Background: an optimization exercise with open tools, aiming at small area, a short achievable clock period and few clock cycles per item. Do not read the settings as production practice.
Only simulation tests tie the RTL to the original design; equivalence was not proved.
The flow treats the clock pin as an ideal source, which a real chip does not have.
Power figures rest on the tool's default switching activity, not on a simulated workload.

==> flow/design.v (excerpt) <==
module shift_add_multiplier #(
    parameter OPERAND_WIDTH = 16
) (
    input logic i_clk,
    input logic i_reset,
    input logic i_operands_valid,
    input logic [OPERAND_WIDTH-1:0] i_operand_a,
    input logic [OPERAND_WIDTH-1:0] i_operand_b,
    output logic o_result_valid,
    output logic [OPERAND_WIDTH*2-1:0] o_result
);
export LEC_CHECK = 0
export ABC_CLOCK_PERIOD_IN_PS = 2200
export CAP_MARGIN = 20
export CORE_MARGIN = 2
export CORE_UTILIZATION = 60
export PLACE_DENSITY = 0.7
export SETUP_SLACK_MARGIN = 3.3
export SLEW_MARGIN = 20
export TNS_END_PERCENT = 0
create_clock -name core_clock -period 5.5 [get_ports {i_clk}]
run.sh (not shown) runs the stock make flow with config.mk's settings and CLKGATE_MAP_FILE= SYNTH_SCRIPT=/design/flow/synth_recipe.tcl, a recipe that flattens the netlist after the stock synthesis.
The baseline produced a clean layout.
Testbench counts at the start, summed over its fixed seeds: cycles 40,012, items 40,000.
Edit:
--- a/flow/config.mk
+++ b/flow/config.mk
@@ -12,4 +12,2 @@
 export PLACE_DENSITY = 0.7
-export SETUP_SLACK_MARGIN = 3.3
 export SLEW_MARGIN = 20
-export TNS_END_PERCENT = 0
Utilization shrinks by 2.3 points.
Register-to-register slack loses 450 ps.
Sequential share of layout area grows by 0.46 points.
Via count shrinks by 0.78%.
Hold slack loses 5.3 ps.
Count of clock-buffer cells in the layout shrinks by 1.
Synthesized area is unchanged.
Worst setup slack loses 450 ps.
Edit:
--- a/flow/config.mk
+++ b/flow/config.mk
@@ -12,2 +12,3 @@
 export PLACE_DENSITY = 0.7
+export SETUP_SLACK_MARGIN = 3.3
 export SLEW_MARGIN = 20
The new run produced a clean layout. Fmax grows by 17%. Area after synthesis is unchanged. Cell area grows by 24%. Sequential share of layout area shrinks by 4.2 points. Core utilization grows by 16 points. Non-clock buffer count grows by 178. Register-to-register slack gains 430 ps. Die area does not change. Final cell count grows by 12%.


Setup of old:
Another version of the RTL of shift_add_multiplier (not shown whole).
Size in the first run: ~170 flip-flops, ~0.011 mm² of cells after synthesis.
Settings: LEC_CHECK=0, ABC_AREA=1, CAP_MARGIN=20, CORE_MARGIN=2, CORE_UTILIZATION=60, PLACE_DENSITY=0.7, SETUP_SLACK_MARGIN=3.5, SLEW_MARGIN=20, TNS_END_PERCENT=0; clock period 5.5 ns.
standard.sh (not shown) runs the stock make flow with config.mk's settings and CLKGATE_MAP_FILE= SYNTH_SCRIPT=/design/flow/synth_recipe.tcl, a recipe that flattens the netlist after the stock synthesis.
==> flow/flow/run.sh <==
#!/bin/bash
# Own layout flow: the standard flow (standard.sh: the standard synthesis
# and ORFS steps unchanged) with these settings:
#  - port buffers are sky130_fd_sc_hd__buf_2 cells instead of the delay cells
#    buffer_ports picks by default;
#  - clock tree: clkbuf_8 buffers and no dummy load cells;
set -euo pipefail
here=$(pwd)
bash standard.sh \
  "BUFFER_PORTS_ARGS=-buffer_cell sky130_fd_sc_hd__buf_2" \
  "CTS_ARGS=-sink_clustering_enable -repair_clock_nets -dont_use_dummy_load -buf_list sky130_fd_sc_hd__clkbuf_8" \
  "POST_CTS_TCL=$here/flow/post_cts.tcl" \
  "POST_GLOBAL_ROUTE_TCL=$here/flow/post_grt.tcl" \
  finish > standard_flow.log 2>&1
==> flow/flow/post_cts.tcl <==
source [file join [file dirname [info script]] sizer.tcl]
set sz_period [get_property [lindex [all_clocks] 0] period]
estimate_parasitics -placement
puts "sizer start: period [format %.3f [expr {$sz_period - [sz_wns]}]] area [format %.0f [sz_area]]"
sz_up $sz_period 60
sz_down 0.05
detailed_placement
check_placement -verbose
estimate_parasitics -placement
puts "sizer end: period [format %.3f [expr {$sz_period - [sz_wns]}]] area [format %.0f [sz_area]]"
==> flow/flow/post_grt.tcl <==
source [file join [file dirname [info script]] sizer.tcl]
global sz_par
set sz_par -global_routing
set sz_period [get_property [lindex [all_clocks] 0] period]
estimate_parasitics -global_routing
puts "sizer start: period [format %.3f [expr {$sz_period - [sz_wns]}]] area [format %.0f [sz_area]]"
global_route -start_incremental
sz_up $sz_period 40
sz_down 0.05
detailed_placement
global_route -end_incremental
check_placement -verbose
estimate_parasitics -global_routing
puts "sizer end: period [format %.3f [expr {$sz_period - [sz_wns]}]] area [format %.0f [sz_area]]"
==> flow/flow/sizer.tcl <==

global sz_fam sz_area_of sz_par

proc sz_base {name} {
  regsub {_[0-9]+$} $name "" b
  return $b
}

proc sz_wns {} {
  return [expr {[sta::worst_slack_cmd max] * 1e9}]
}

# replace_cell drops the parasitics of the nets on the cell; estimate them again
set sz_par -placement
proc sz_swap {iname cell} {
  global sz_par
  replace_cell $iname $cell
  estimate_parasitics $sz_par
}

proc sz_area {} {
  return [expr {[rsz::design_area] * 1e12}]
}

# families: base name -> list of lib cell names
set sz_fam [dict create]
set sz_area_of [dict create]
foreach lc [get_lib_cells *] {
  set n [get_name $lc]
  if {![string match sky130_fd_sc_hd__* $n]} { continue }
  if {[string match *lpflow* $n] || [string match *probe* $n]} { continue }
  dict lappend sz_fam [sz_base $n] $n
  dict set sz_area_of $n [get_property $lc area]
}

proc sz_alts {inst} {
  global sz_fam
  if {[string match clk* [get_full_name $inst]]} { return {} }
  set cur [get_property $inst ref_name]
  set b [sz_base $cur]
  if {![dict exists $sz_fam $b]} { return {} }
  if {[string match *clkbuf* $b] || [string match *clkinv* $b] || [string match *tap* $b] || [string match *fill* $b] || [string match *conb* $b]} { return {} }
  set r {}
  foreach n [dict get $sz_fam $b] { if {$n ne $cur} { lappend r $n } }
  return $r
}

proc sz_cost {period} {
  return [expr {[sz_area] * $period}]
}

proc sz_path_insts {pe} {
  set r {}
  foreach p [get_property $pe points] {
    set pin [get_property $p pin]
    if {[get_property $pin direction] ne "output"} { continue }
    set c [get_cells -quiet -of_objects $pin]
    if {$c eq ""} { continue }
    lappend r [get_full_name $c]
  }
  return [lsort -unique $r]
}

proc sz_endpoint_slack {ep} {
  set pe [find_timing_paths -to $ep -group_path_count 1]
  return [get_property $pe slack]
}

# upsizing along the worst path
proc sz_up {clk_period max_moves} {
  global sz_area_of
  set moves {}
  set best_cost [sz_cost [expr {$clk_period - [sz_wns]}]]
  set best_n 0
  set stall 0
  for {set it 0} {$it < $max_moves} {incr it} {
    set wns [sz_wns]
    set pe [find_timing_paths -group_path_count 1 -sort_by_slack]
    set ep [get_full_name [get_property $pe endpoint]]
    set eps [get_property $pe slack]
    set best {}
    set best_gain 0.0
    foreach iname [sz_path_insts $pe] {
      set inst [get_cells $iname]
      set cur [get_property $inst ref_name]
      foreach alt [sz_alts $inst] {
        sz_swap $iname $alt
        set nw [sz_wns]
        if {$nw >= $wns - 1e-4} {
          set ns [sz_endpoint_slack [get_pins $ep]]
          set da [expr {[dict get $sz_area_of $alt] - [dict get $sz_area_of $cur]}]
          set gain [expr {($ns - $eps) / (abs($da) + 1.0)}]
          if {$ns > $eps + 0.001 && $gain > $best_gain} {
            set best_gain $gain
            set best [list $iname $cur $alt]
          }
        }
        sz_swap $iname $cur
      }
    }
    if {$best eq {}} { break }
    sz_swap [lindex $best 0] [lindex $best 2]
    lappend moves $best
    set c [sz_cost [expr {$clk_period - [sz_wns]}]]
    if {$c < $best_cost - 1e-6} {
      set best_cost $c
      set best_n [llength $moves]
    }
  }
  # undo the moves after the best point
  for {set i [expr {[llength $moves] - 1}]} {$i >= $best_n} {incr i -1} {
    set m [lindex $moves $i]
    sz_swap [lindex $m 0] [lindex $m 1]
  }
  puts "sizer up: [llength $moves] moves tried, kept $best_n, period [format %.3f [expr {$clk_period - [sz_wns]}]] area [format %.0f [sz_area]]"
}

# downsizing cells whose change leaves the worst slack as it is
proc sz_through_slack {iname} {
  set pins [get_pins -quiet -of_objects [get_cells $iname] -filter "direction==output"]
  if {$pins eq ""} { return 1e9 }
  set pe [find_timing_paths -through $pins -group_path_count 1]
  if {$pe eq ""} { return 1e9 }
  return [get_property $pe slack]
}

proc sz_down {{guard 0.05}} {
  global sz_area_of
  set wns [sz_wns]
  set n 0
  set insts {}
  foreach inst [get_cells *] {
    if {[sz_alts $inst] eq {}} { continue }
    lappend insts [get_full_name $inst]
  }
  foreach iname $insts {
    set inst [get_cells $iname]
    set cur [get_property $inst ref_name]
    set ca [dict get $sz_area_of $cur]
    # smaller alternatives, smallest first
    set cands {}
    foreach alt [sz_alts $inst] {
      set a [dict get $sz_area_of $alt]
      if {$a < $ca} { lappend cands [list $a $alt] }
    }
    foreach c [lsort -real -index 0 $cands] {
      set alt [lindex $c 1]
      sz_swap $iname $alt
      if {[sz_wns] >= $wns - 1e-4 && [sz_through_slack $iname] >= $wns + $guard} {
        incr n
        break
      }
      sz_swap $iname $cur
    }
  }
  puts "sizer down: $n cells downsized, area [format %.0f [sz_area]]"
}
Testbench counts of old, summed over its fixed seeds: cycles 40,012, items 40,000.
Input-level comparison between new and old:
==> flow/flow/run.sh <==
#!/bin/bash
# Own layout flow: the standard flow (standard.sh: the standard synthesis
# and ORFS steps unchanged) with these settings:
#  - port buffers are sky130_fd_sc_hd__buf_2 cells instead of the delay cells
#    buffer_ports picks by default;
#  - clock tree: clkbuf_8 buffers and no dummy load cells;
#  - after clock tree synthesis, flow/post_cts.tcl downsizes cells where that
#    leaves the worst setup slack unchanged (area recovery, same logic).
# standard.sh's full output goes to standard_flow.log; ORFS keeps each step's
# log under orfs/logs/.
set -euo pipefail
here=$(pwd)
bash standard.sh \
  "BUFFER_PORTS_ARGS=-buffer_cell sky130_fd_sc_hd__buf_2" \
  "CTS_ARGS=-sink_clustering_enable -repair_clock_nets -dont_use_dummy_load -buf_list sky130_fd_sc_hd__clkbuf_8" \
  "POST_CTS_TCL=$here/flow/post_cts.tcl" \
  finish > standard_flow.log 2>&1
==> flow/flow/post_cts.tcl <==
# POST_CTS hook: area recovery by downsizing cells whose smaller drive
# strength leaves the worst slack unchanged (see sizer.tcl).
source [file join [file dirname [info script]] sizer.tcl]
set sz_period [get_property [lindex [all_clocks] 0] period]
estimate_parasitics -placement
puts "sizer start: period [format %.3f [expr {$sz_period - [sz_wns]}]] area [format %.0f [sz_area]]"
sz_down 0.05
check_placement -verbose
puts "sizer end: period [format %.3f [expr {$sz_period - [sz_wns]}]] area [format %.0f [sz_area]]"
-- flow/flow/sizer.tcl --
<<< old, line 1

global sz_fam sz_area_of sz_par

proc sz_base {name} {
>>> new, line 1

proc sz_base {name} {
<<< old, line 12

# replace_cell drops the parasitics of the nets on the cell; estimate them again
set sz_par -placement
proc sz_swap {iname cell} {
  global sz_par
  replace_cell $iname $cell
  estimate_parasitics $sz_par
}

>>> new, line 10

# replace_cell drops the parasitics of the nets on the cell; estimate them again
proc sz_swap {iname cell} {
  replace_cell $iname $cell
  estimate_parasitics -placement
}

<<< old, line 24

# families: base name -> list of lib cell names
set sz_fam [dict create]
set sz_area_of [dict create]
>>> new, line 20

# families: base name -> list of lib cell names
global sz_fam sz_area_of
set sz_fam [dict create]
set sz_area_of [dict create]
removed: flow/flow/post_grt.tcl
### Flow results
Per the comparison of new with old, leakage power held; cell count flat; power in the clock group ~0 delta; power after layout lost 120 µW.
Status: global-route usage parity (new, old)
Status: global-route wire length before repair parity (new, old)
There was hardly any difference in worst hold slack after final layout between new and old.
new and old ended up with nearly the same worst-skew pair later-pin latency.
new reports a lower routed wire length per instance than old does.


Another version of the RTL of shift_add_multiplier (not shown whole).
Size: ~1200 cells after synthesis, roughly 150 flip-flops, ~68 I/O pins, ~0.011 mm² of cells after synthesis.
Settings: LEC_CHECK=0, CAP_MARGIN=20, CORE_MARGIN=2, CORE_UTILIZATION=60, PLACE_DENSITY=0.7, SETUP_SLACK_MARGIN=3.3, SLEW_MARGIN=20, TNS_END_PERCENT=0; clock period 5.5 ns.
==> flow/flow/run.sh <==
#!/bin/bash
# Own layout flow: the standard flow (standard.sh, unchanged synthesis and
# steps), with the port buffers made of sky130_fd_sc_hd__buf_2 cells instead of
# the delay cells buffer_ports picks by default.
set -euo pipefail
bash standard.sh "BUFFER_PORTS_ARGS=-buffer_cell sky130_fd_sc_hd__buf_2" finish > standard_flow.log 2>&1
Testbench counts at the start, summed over its fixed seeds: cycles 40,012, items 40,000.
Rerun with:
==> flow/run.sh (new file) <==
#!/bin/bash
# synth_recipe.tcl (not shown) runs the flow's synth.tcl, then flattens the netlist and writes it again
# the make line also repeats each setting of config.mk as NAME=value (left out here)
make -C /OpenROAD-flow-scripts/flow DESIGN_CONFIG=/design/flow/config.mk WORK_HOME=/design/flow/orfs CLKGATE_MAP_FILE= SYNTH_SCRIPT=/design/flow/synth_recipe.tcl finish
removed: flow/flow/run.sh
removed: flow/standard.sh
After rerunning: The new run ran to the end with no violations; setup slack is better by 0.019 ns; synthesized cell count does not change; cell area climbs slightly; hold slack is about the same; final cell count falls slightly; routed wire length shrinks by a few percent; fmax is higher slightly; power falls by a few percent; die area is unchanged; clock skew went up by 0.0037 ns.

what the ideal ports hide:
The results above use ideal ports. As a check the final layouts listed here were re-extracted and re-timed, cells and wires unchanged. Step 1 (the two cells are an assumption about what drives the block):
set clk [get_ports {i_clk}]
set_driving_cell -lib_cell sky130_fd_sc_hd__clkbuf_16 $clk
set_driving_cell -lib_cell sky130_fd_sc_hd__buf_2 [delete_from_list [all_inputs] $clk]
Step 2 moves the port delays by t, midway between the first and last clock arrival at a register: inputs arrive t later, outputs are due t later. That takes back most of the time a late clock gives input paths. a / b / c = ideal ports / drivers / drivers and shift; a / b = the first two.
| run | t (ns) | setup slack, ns | hold WS [ns] | worst data-port slew with drivers (ns) | pins driven straight from the clock port |
|---|---|---|---|---|---|
| the first run of note 1 | 0.472 | 2.932 / 2.932 / 2.932 | 0.449 / 0.449 / 0.449 | 0.03 | 1 |
| the second run of note 1 | 0.477 | 2.487 / 2.487 / 2.487 | 0.444 / 0.444 / 0.444 | 0.03 | 1 |
| the third run of note 1 | 0.479 | 2.919 / 2.919 / 2.919 | 0.440 / 0.440 / 0.440 | 0.05 | 1 |
| old | 0.497 | 3.084 / 3.084 / 3.084 | 0.409 / 0.409 / 0.409 | 0.03 | 1 |
| new | 0.490 | 3.042 / 3.042 / 3.042 | 0.409 / 0.409 / 0.409 | 0.03 | 1 |
| the first run of note 3 | 0.476 | 2.688 / 2.688 / 2.688 | 0.444 / 0.444 / 0.444 | 0.03 | 1 |
| the second run of note 3 | 0.472 | 2.707 / 2.707 / 2.707 | 0.444 / 0.444 / 0.444 | 0.03 | 1 |
After both steps setup and hold are still met in every run listed.
